This design comes from an exercise in tuning for small area, a short achievable clock period and few clock cycles on the open sky130 flow, not from production work. Function was checked by simulation only, so behaviour that the tests miss may differ from the original. Power figures rest on the tool's default switching activity, not on a simulated workload.

File: run.sh
#!/bin/bash
# synth_recipe.tcl (not shown) runs the flow's synth.tcl, then flattens the netlist and writes it again
# the make line also repeats each setting of config.mk as NAME=value (left out here)
make -C /OpenROAD-flow-scripts/flow DESIGN_CONFIG=/design/flow/config.mk WORK_HOME=/design/flow/orfs CLKGATE_MAP_FILE= SYNTH_SCRIPT=/design/flow/synth_recipe.tcl finish
File: config.mk
export PLATFORM = sky130hd
export DESIGN_NAME = CACHE_CONTROLLER
export DESIGN_NICKNAME = CACHE_CONTROLLER
export VERILOG_FILES = /design/flow/design.v
export SDC_FILE = /design/flow/constraint.sdc
export NUM_CORES = 4
export LEC_CHECK = 0
export CAP_MARGIN = 20
export CORE_MARGIN = 2
export CORE_UTILIZATION = 40
export PLACE_DENSITY = 0.6
export SLEW_MARGIN = 20
File: constraint.sdc
create_clock -name core_clock -period 10.0 [get_ports {CLK}]
set_input_delay 2.0000 -clock core_clock [delete_from_list [all_inputs] [get_ports {CLK}]]
set_output_delay 2.0000 -clock core_clock [all_outputs]
set_load 0.01 [all_outputs]
File: design.v
module drive_machine_2 #(
    parameter DW = 32,
        AW = 32,
        BLOCKNO = 4,
        IDXSZ = 3,
        BLKOFFSZ = 2,
        BYTEOFFSZ = 2,
        TAGSZ = AW - IDXSZ - BLKOFFSZ - BYTEOFFSZ
    ) (
    input                           CLK ,
    input                           RST ,
    input   wire                    REQ_CPU ,
    input   wire                    nRW_CPU ,
    input   wire [DW - 1:0]         DATA_IN_CPU ,
    input   wire [DW - 1:0]         DATA_IN_MEM ,
    input   wire [AW - 1:0]         ADDR_CPU ,
    input   wire                    VALID_Q ,
    output  wire                    STALL_CPU ,
    output  reg [AW - 1:0]          ADDR_MEM ,
    output  reg                     REQ_MEM ,
    output  reg                     nRW_MEM ,
    output  wire [DW - 1:0]         DATA_OUT_CPU ,
    output  reg [DW - 1:0]          DATA_OUT_MEM
);
    localparam SETS = (1 << IDXSZ);
    localparam
        STATE_READY                 = 3'd0 ,
        STATE_LOOKUP                = 3'd1 ,
        STATE_WB_REQ                = 3'd2 ,
        STATE_WB_WAIT               = 3'd3 ,
        STATE_FILL_REQ              = 3'd4 ,
        STATE_FILL_WAIT             = 3'd5 ;
    reg [2:0]                   r_state ;
    reg [AW - 1:0]              r_addr_cpu ;
    reg [DW - 1:0]              r_data_in_cpu ;
    reg                         r_nrw ;
    reg [BLKOFFSZ - 1:0]        r_word ;
    reg                         r_victim ;
    reg [TAGSZ - 1:0]           tag_0 [0:SETS - 1] ;
    reg [TAGSZ - 1:0]           tag_1 [0:SETS - 1] ;
    reg [DW - 1:0]              data_0 [0:SETS * BLOCKNO - 1] ;
    reg [DW - 1:0]              data_1 [0:SETS * BLOCKNO - 1] ;
    reg [SETS - 1:0]            valid_0 , valid_1 ;
    reg [SETS - 1:0]            dirty_0 , dirty_1 ;
    reg [SETS - 1:0]            lru ;            
    wire [TAGSZ - 1:0]          w_tag       = r_addr_cpu[AW - 1:IDXSZ + BLKOFFSZ + BYTEOFFSZ] ;
    wire [IDXSZ - 1:0]          w_index     = r_addr_cpu[IDXSZ + BLKOFFSZ + BYTEOFFSZ - 1:BLKOFFSZ + BYTEOFFSZ] ;
    wire [BLKOFFSZ - 1:0]       w_blockofs  = r_addr_cpu[BLKOFFSZ + BYTEOFFSZ - 1:BYTEOFFSZ] ;
    wire                        w_hittag_0  = valid_0[w_index] & (tag_0[w_index] == w_tag) ;
    wire                        w_hittag_1  = valid_1[w_index] & (tag_1[w_index] == w_tag) ;
    wire                        w_hit       = w_hittag_0 | w_hittag_1 ;
    wire                        w_lookup_hit = (r_state == STATE_LOOKUP) & w_hit ;
    wire                        w_victim    = ~valid_0[w_index] ? 1'b0 :
                                              ~valid_1[w_index] ? 1'b1 : lru[w_index] ;
    wire                        w_victim_dirty = w_victim ? (valid_1[w_index] & dirty_1[w_index])
                                                          : (valid_0[w_index] & dirty_0[w_index]) ;
    wire [DW - 1:0]             w_word_0    = data_0[{w_index, w_blockofs}] ;
    wire [DW - 1:0]             w_word_1    = data_1[{w_index, w_blockofs}] ;
    assign DATA_OUT_CPU         = w_hittag_1 ? w_word_1 : w_word_0 ;
    assign STALL_CPU            = ~w_lookup_hit ;
    wire                        w_fill_we   = (r_state == STATE_FILL_WAIT) & VALID_Q ;
    wire                        w_hit_we    = w_lookup_hit & (r_nrw == 1'd0) ;
    wire [IDXSZ + BLKOFFSZ - 1:0] w_waddr   = w_fill_we ? {w_index, r_word} : {w_index, w_blockofs} ;
    wire [DW - 1:0]             w_wdata     = w_fill_we ? DATA_IN_MEM : r_data_in_cpu ;
    wire                        w_we_0      = w_fill_we ? (r_victim == 1'b0) : (w_hit_we & w_hittag_0) ;
    wire                        w_we_1      = w_fill_we ? (r_victim == 1'b1) : (w_hit_we & w_hittag_1) ;
    wire                        w_fill_last = w_fill_we & (r_word == BLOCKNO - 1) ;
    always @ (posedge CLK)
    begin
        if (w_we_0)
            data_0[w_waddr]     <= w_wdata ;
        if (w_we_1)
            data_1[w_waddr]     <= w_wdata ;
        if (w_fill_last & (r_victim == 1'b0))
            tag_0[w_index]      <= w_tag ;
        if (w_fill_last & (r_victim == 1'b1))
            tag_1[w_index]      <= w_tag ;
    end
    always @ (posedge CLK or posedge RST)
    begin
        if (RST == 1'b1)
        begin
            r_state             <= STATE_READY ;
            r_addr_cpu          <= 'd0 ;
            r_data_in_cpu       <= 'd0 ;
            r_nrw               <= 1'd1 ;
            r_word              <= 'd0 ;
            r_victim            <= 1'b0 ;
            valid_0             <= 'd0 ;
            valid_1             <= 'd0 ;
            dirty_0             <= 'd0 ;
            dirty_1             <= 'd0 ;
            lru                 <= 'd0 ;
            REQ_MEM             <= 1'b0 ;
            nRW_MEM             <= 1'd1 ;
            ADDR_MEM            <= 'd0 ;
            DATA_OUT_MEM        <= 'd0 ;
        end
        else begin
            case (r_state)
                STATE_READY :
                begin
                    REQ_MEM             <= 1'b0 ;
                    if (REQ_CPU) begin
                        r_addr_cpu      <= ADDR_CPU ;
                        r_data_in_cpu   <= DATA_IN_CPU ;
                        r_nrw           <= nRW_CPU ;
                        r_state         <= STATE_LOOKUP ;
                    end
                end
                STATE_LOOKUP :
                begin
                    r_word              <= 'd0 ;
                    if (w_hit) begin
                        r_state         <= STATE_READY ;
                        lru[w_index]    <= w_hittag_0 ;
                        if (r_nrw == 1'd0) begin
                            if (w_hittag_0) dirty_0[w_index] <= 1'b1 ;
                            else            dirty_1[w_index] <= 1'b1 ;
                        end
                    end
                    else begin
                        r_victim        <= w_victim ;
                        r_state         <= w_victim_dirty ? STATE_WB_REQ : STATE_FILL_REQ ;
                    end
                end
                STATE_WB_REQ :
                begin
                    REQ_MEM             <= 1'b1 ;
                    nRW_MEM             <= 1'd0 ;
                    ADDR_MEM            <= { (r_victim ? tag_1[w_index] : tag_0[w_index]),
                                             w_index, r_word, 2'd0 } ;
                    DATA_OUT_MEM        <= r_victim ? data_1[{w_index, r_word}] : data_0[{w_index, r_word}] ;
                    r_state             <= STATE_WB_WAIT ;
                end
                STATE_WB_WAIT :
                begin
                    REQ_MEM             <= 1'b0 ;
                    if (VALID_Q) begin
                        r_word          <= r_word + 1'b1 ;
                        if (r_word == BLOCKNO - 1) begin
                            if (r_victim) valid_1[w_index] <= 1'b0 ;
                            else          valid_0[w_index] <= 1'b0 ;
                            r_state     <= STATE_FILL_REQ ;
                        end
                        else
                            r_state     <= STATE_WB_REQ ;
                    end
                end
                STATE_FILL_REQ :
                begin
                    REQ_MEM             <= 1'b1 ;
                    nRW_MEM             <= 1'd1 ;
                    ADDR_MEM            <= { w_tag, w_index, r_word, 2'd0 } ;
                    r_state             <= STATE_FILL_WAIT ;
                end
                STATE_FILL_WAIT :
                begin
                    REQ_MEM             <= 1'b0 ;
                    if (VALID_Q) begin
                        r_word          <= r_word + 1'b1 ;
                        if (r_word == BLOCKNO - 1) begin
                            if (r_victim) begin
                                valid_1[w_index] <= 1'b1 ;
                                dirty_1[w_index] <= 1'b0 ;
                            end
                            else begin
                                valid_0[w_index] <= 1'b1 ;
                                dirty_0[w_index] <= 1'b0 ;
                            end
                            r_state     <= STATE_LOOKUP ;
                        end
                        else
                            r_state     <= STATE_FILL_REQ ;
                    end
                end
                default :
                begin
                    r_state             <= STATE_READY ;
                end
            endcase
        end
    end
endmodule
module CACHE_CONTROLLER
(
    input     wire              CLK,
    input     wire              RST,
    input     wire    [31:0]    DATA_IN_CPU,
    output    wire    [31:0]    DATA_OUT_CPU,
    input     wire    [31:0]    DATA_IN_MEM,
    output    wire    [31:0]    DATA_OUT_MEM,
    input     wire    [31:0]    ADDR_CPU,
    output    wire    [31:0]    ADDR_MEM,
    input     wire              REQ_CPU,
    output    wire              REQ_MEM,
    input     wire              nRW_CPU,
    output    wire              nRW_MEM,
    output    wire              STALL_CPU,
    input     wire              VALID_MEM
);
    drive_machine_2 state_machine_driver(
      .CLK                  (CLK),
      .RST                  (RST),
      .REQ_CPU              (REQ_CPU),
      .nRW_CPU              (nRW_CPU),
      .DATA_IN_CPU          (DATA_IN_CPU),
      .DATA_IN_MEM          (DATA_IN_MEM),
      .ADDR_CPU             (ADDR_CPU),
      .VALID_Q              (VALID_MEM),
      .STALL_CPU            (STALL_CPU),
      .ADDR_MEM             (ADDR_MEM),
      .REQ_MEM              (REQ_MEM),
      .nRW_MEM              (nRW_MEM),
      .DATA_OUT_CPU         (DATA_OUT_CPU),
      .DATA_OUT_MEM         (DATA_OUT_MEM)
     );
endmodule
==> results.txt <==
* Outcome: timing/DRC/antenna clean
* Synth cell types at 86
* Die X at ~540 um
* Antenna violations before repair at 9
* Num CTS Buffers at a little under 300
* Hold Buf Count CTS at 0
* R2r endpoint: state_machine_driver.data_1[14][22]
* CTS Sinks at about 2600
* Hold_ws at approximately 0.47 ns
* Worst reg-to-reg setup slack at 2.84 ns
* Clock transition at path regs at roughly 0.06 ns
* Postcts setup bufs at 0
* Core Rows at 198
* CP Data Arrival Time at just under 7 ns
* Seq cells post-synth at around 2600
* Final nets at approximately 6400
* Routed len/inst at between 30 and 40 um
* Crit start category: flip-flop
* RSZ-0062 raised after global routing: no
* Clk buf depth at 4
* I/O Buffers at approximately 200
* Finish-stage setup viols at 0
* Crit-path max cell delay at 0.98 ns
* GPL Wtd Cong at ~0.84
* Reg2Reg Depth at 12
* DRC viols at 0
* Die area at between 200000 and 300000 um^2
* Vias per cell at ~6.6
* Crit path depth at 10
* PwrDens at about 310 nW/um^2
* Dominant synthesized flop cell: edfxtp_1
* CTS tree: done
* Resized cells post-CTS at 0
* Commonest non-fill, non-tap cell in the layout: edfxtp_1
* Relative slew slack at between 20% and 30%
* Area Overhead vs Synth at 14.5%
* Asr flop ratio synth at under 10%
* Mean Syn Cell Area at 19.4 um^2
* Seq/Total Area, Yosys at roughly two thirds
* Max-Cap Viols at 0
* TritonRoute pass-1 iters at 9
* R2r startpoint: state_machine_driver.r_addr_cpu[5]
* WL final at roughly 400000 um
* Worst VDD drop at about 0.00035 V
* DRT iter0 DRCs at roughly 11000
* Worst-Margin Slew at approximately 1.2 ns
* Endpoints failing hold at 0
* Root buffer cell: clkbuf_16
* Die Ht at approximately 540 um
* Worst-path maximum fanout at 58
* Critical path origin: state_machine_driver.r_addr_cpu[5]
* HP Class: reg -> reg
* Post-Route Skew at 0.0936 ns
* First-pass GRT wire length at 550000 um
* Initial core utilization at between 40% and 50%
* Vias in the first global route at a little under 70000
* IO Pins at 200
* Clock latency on the worst-skew pair at approximately 0.93 ns
* Synth Cell Area at between 100000 and 150000 um^2
* Htree depth at 5
* Syn Inst Count at just over 6000
* Period utilization at 88.2%
* P_leak at approximately 42 nW
* Achievable Freq at between 100 and 150 MHz
* Final count of pins violating max slew at 0
* Worst Path Buf+Inv at 3
* Largest net degree at the start of global routing at about 120
* Min Tclk post-route at slightly below 9 ns
* Critical path required time at 8.00 ns
* Filler cells at roughly 24000
* Critical Path Sink Type: output pin
* Critical path's slowest cell: dfrtp_4
* Routed vias at 68800
* Post-route setup TNS at 0 ns
* Overflow left after global routing at 0
* Min-delay src: state_machine_driver.ADDR_MEM[6]
* Tot GR Track Use at roughly a quarter
* Core box area at just under 300000 um^2
* Yosys Warn Count at 1
* Number of flops mapped to enable cells by yosys at ~2400
* Critical path cell sequence: buf_12 > nand2b_1 > o22ai_1 > o21ai_0 > nor4b_1 > nand4_1 > or4_4 > buf_4 > a21oi_1 > clkdlybuf4s50_1
* Layout cell share with drive strength beyond 1 at around 31%
* WS Path Type: reg -> out
* Most frequent cells in the layout: 2448 x edfxtp_1, 1100 x mux4_2, 337 x a22oi_1
* DP Wirelength at about 230000 um
* CP delay by family, top: simple AND/OR/NAND/NOR gates
* Critical Path End: DATA_OUT_CPU[11]
* Routed Antenna Nets at 0
tightest hold or removal path: stages (launching register included):
cell and delay (ns):
dfrtp_1 0.34, nand2_1 0.05, nand2_1 0.05
where the power goes:
part	internal, mW	total, mW	switching, mW
sequential	14.2	14.7	0.534
combinational	6.40	16.7	10.3
clock	6.07	10.6	4.56
total	26.6	42.0	15.4
cell families (layout without fill, tap and decap cells):
family,after synthesis,count (layout),share of synthesized area [%]
other cells,1,3,0.00321
xor+xnor,25,25,0.187
buf+inv,482,967,1.77
mux,1375,1375,23.9
fa+ha+maj,6,6,0.0620
compound gates,833,833,4.78
simple gates,696,696,2.81
flops,2621,2621,66.5
sequential cells by signal, summed over array words and instances, names as in the netlist, named ones only:
| name | cells |
|---|---|
| state_machine_driver.ADDR_MEM | 30 |
| state_machine_driver.DATA_OUT_MEM | 32 |
| state_machine_driver.REQ_MEM | 1 |
| state_machine_driver.data_0 | 1024 |
| state_machine_driver.data_1 | 1024 |
| state_machine_driver.lru | 8 |
| state_machine_driver.nRW_MEM | 1 |
| state_machine_driver.r_addr_cpu | 30 |
| state_machine_driver.r_data_in_cpu | 32 |
| state_machine_driver.r_nrw | 1 |
| state_machine_driver.r_state | 3 |
| state_machine_driver.r_victim | 1 |
| state_machine_driver.r_word | 2 |
| state_machine_driver.tag_0 | 200 |
| state_machine_driver.tag_1 | 200 |
per-stage QoR:
step | power (mW) | cell area (um^2) | setup WS, ns | utilization [%] | cells
CTS | 42.0 | 134000 | 1.09 | 46.0 | 10400
floorplan | 25.1 | 117000 | 3.31 | - | 6040
detailed placement | 31.5 | 125000 | 2.06 | 42.8 | 9897
global placement | 31.3 | 124000 | 1.73 | 42.8 | 9892
finish | 42.0 | 134000 | 1.18 | 46.0 | 10400
global route | 43.3 | 134000 | 1.06 | 46.0 | 10400
layout make-up:
| cell class | count | area [um^2] | area share [%] |
|---|---|---|---|
| Antenna cell | 1 | 2.50 | 0.00187 |
| Clock buffer | 383 | 7930 | 5.92 |
| Clock inverter | 141 | 1340 | 1.00 |
| Inverter | 19 | 83.8 | 0.0626 |
| Multi-Input combinational cell | 2937 | 37900 | 28.3 |
| Sequential cell | 2621 | 77900 | 58.1 |
| Tap cell | 3900 | 4880 | 3.64 |
| Timing Repair Buffer | 424 | 4000 | 2.98 |
synth_stat cells (5+ instances only):
library cell	count	area share, %
o211ai_1	29	0.19
nand3_1	58	0.25
o31ai_1	48	0.31
xnor2_1	20	0.15
mux2_2	139	1.3
inv_1	18	0.058
o21a_1	8	0.051
buf_2	23	0.098
ha_1	5	0.053
edfxtp_1	2448	63
a22oi_1	337	2.2
mux4_1	10	0.22
a22o_1	16	0.12
and3_1	7	0.037
nor4b_1	7	0.052
a221oi_1	31	0.23
o22ai_1	34	0.18
dfrtp_1	171	3.7
buf_4	9	0.058
mux2i_1	122	1.0
nor2b_1	12	0.064
mux4_2	1100	21
nand2_1	267	0.86
buf_12	5	0.086
buf_1	88	0.28
a31oi_1	10	0.053
buf_6	11	0.11
clkbuf_1	324	1.0
nor2_1	171	0.55
and2_1	14	0.075
nand4_1	53	0.28
xor2_1	5	0.037
a221o_1	6	0.051
nand2b_1	19	0.10
or3_1	8	0.043
nor3_1	42	0.18
a21oi_1	161	0.69
o21ai_0	119	0.51
metal layers:
layer | routed length (um) | up-vias | track usage, % | part of all wire [%]
met3 | 44000 | 829 | 5.87 | 11
met2 | 185000 | 4518 | 41.5 | 46
met1 | 151000 | 37100 | 36.2 | 38
met4 | 18500 | 4 | 11.1 | 4.6
li1 | - | 26400 | - | -
met5 | 61 | - | 0 | 0.015
worst min path at each step:
stage                                            end  cells past startpoint
global route        state_machine_driver.ADDR_MEM[2]                      2
detailed placement  state_machine_driver.ADDR_MEM[6]                      2
global placement    state_machine_driver.ADDR_MEM[3]                      2
floorplan                                  flip-flop                      2
finish              state_machine_driver.ADDR_MEM[6]                      2
CTS                 state_machine_driver.ADDR_MEM[6]                      2
Testbench counts, summed over its fixed seeds: cycles 409,040.

[port drivers added, routing unchanged]
Ports are ideal in the flow. The routed layout listed here was re-timed in OpenROAD. Step 1 (the two cells are an assumption about what drives the block):
set clk [get_ports {CLK}]
set_driving_cell -lib_cell sky130_fd_sc_hd__clkbuf_16 $clk
set_driving_cell -lib_cell sky130_fd_sc_hd__buf_2 [delete_from_list [all_inputs] $clk]
Step 2 times the ports against the registers' clock, not the clock port: input delays grow and output delays shrink by t, the midpoint of the rising clock arrivals with the driver on. a / b / c = ideal / step 1 / step 2; a / b = the first two.
shift t [ns]: 0.984
slack for setup (ns): 1.183 / 1.080 / 2.064
hold WS [ns]: 0.471 / 0.471 / 0.471
worst setup path after step 2: register to output
After both steps this run still meets setup and hold. The setup slack of this run moves by -0.103 ns with the drivers and by +0.881 ns with both steps.
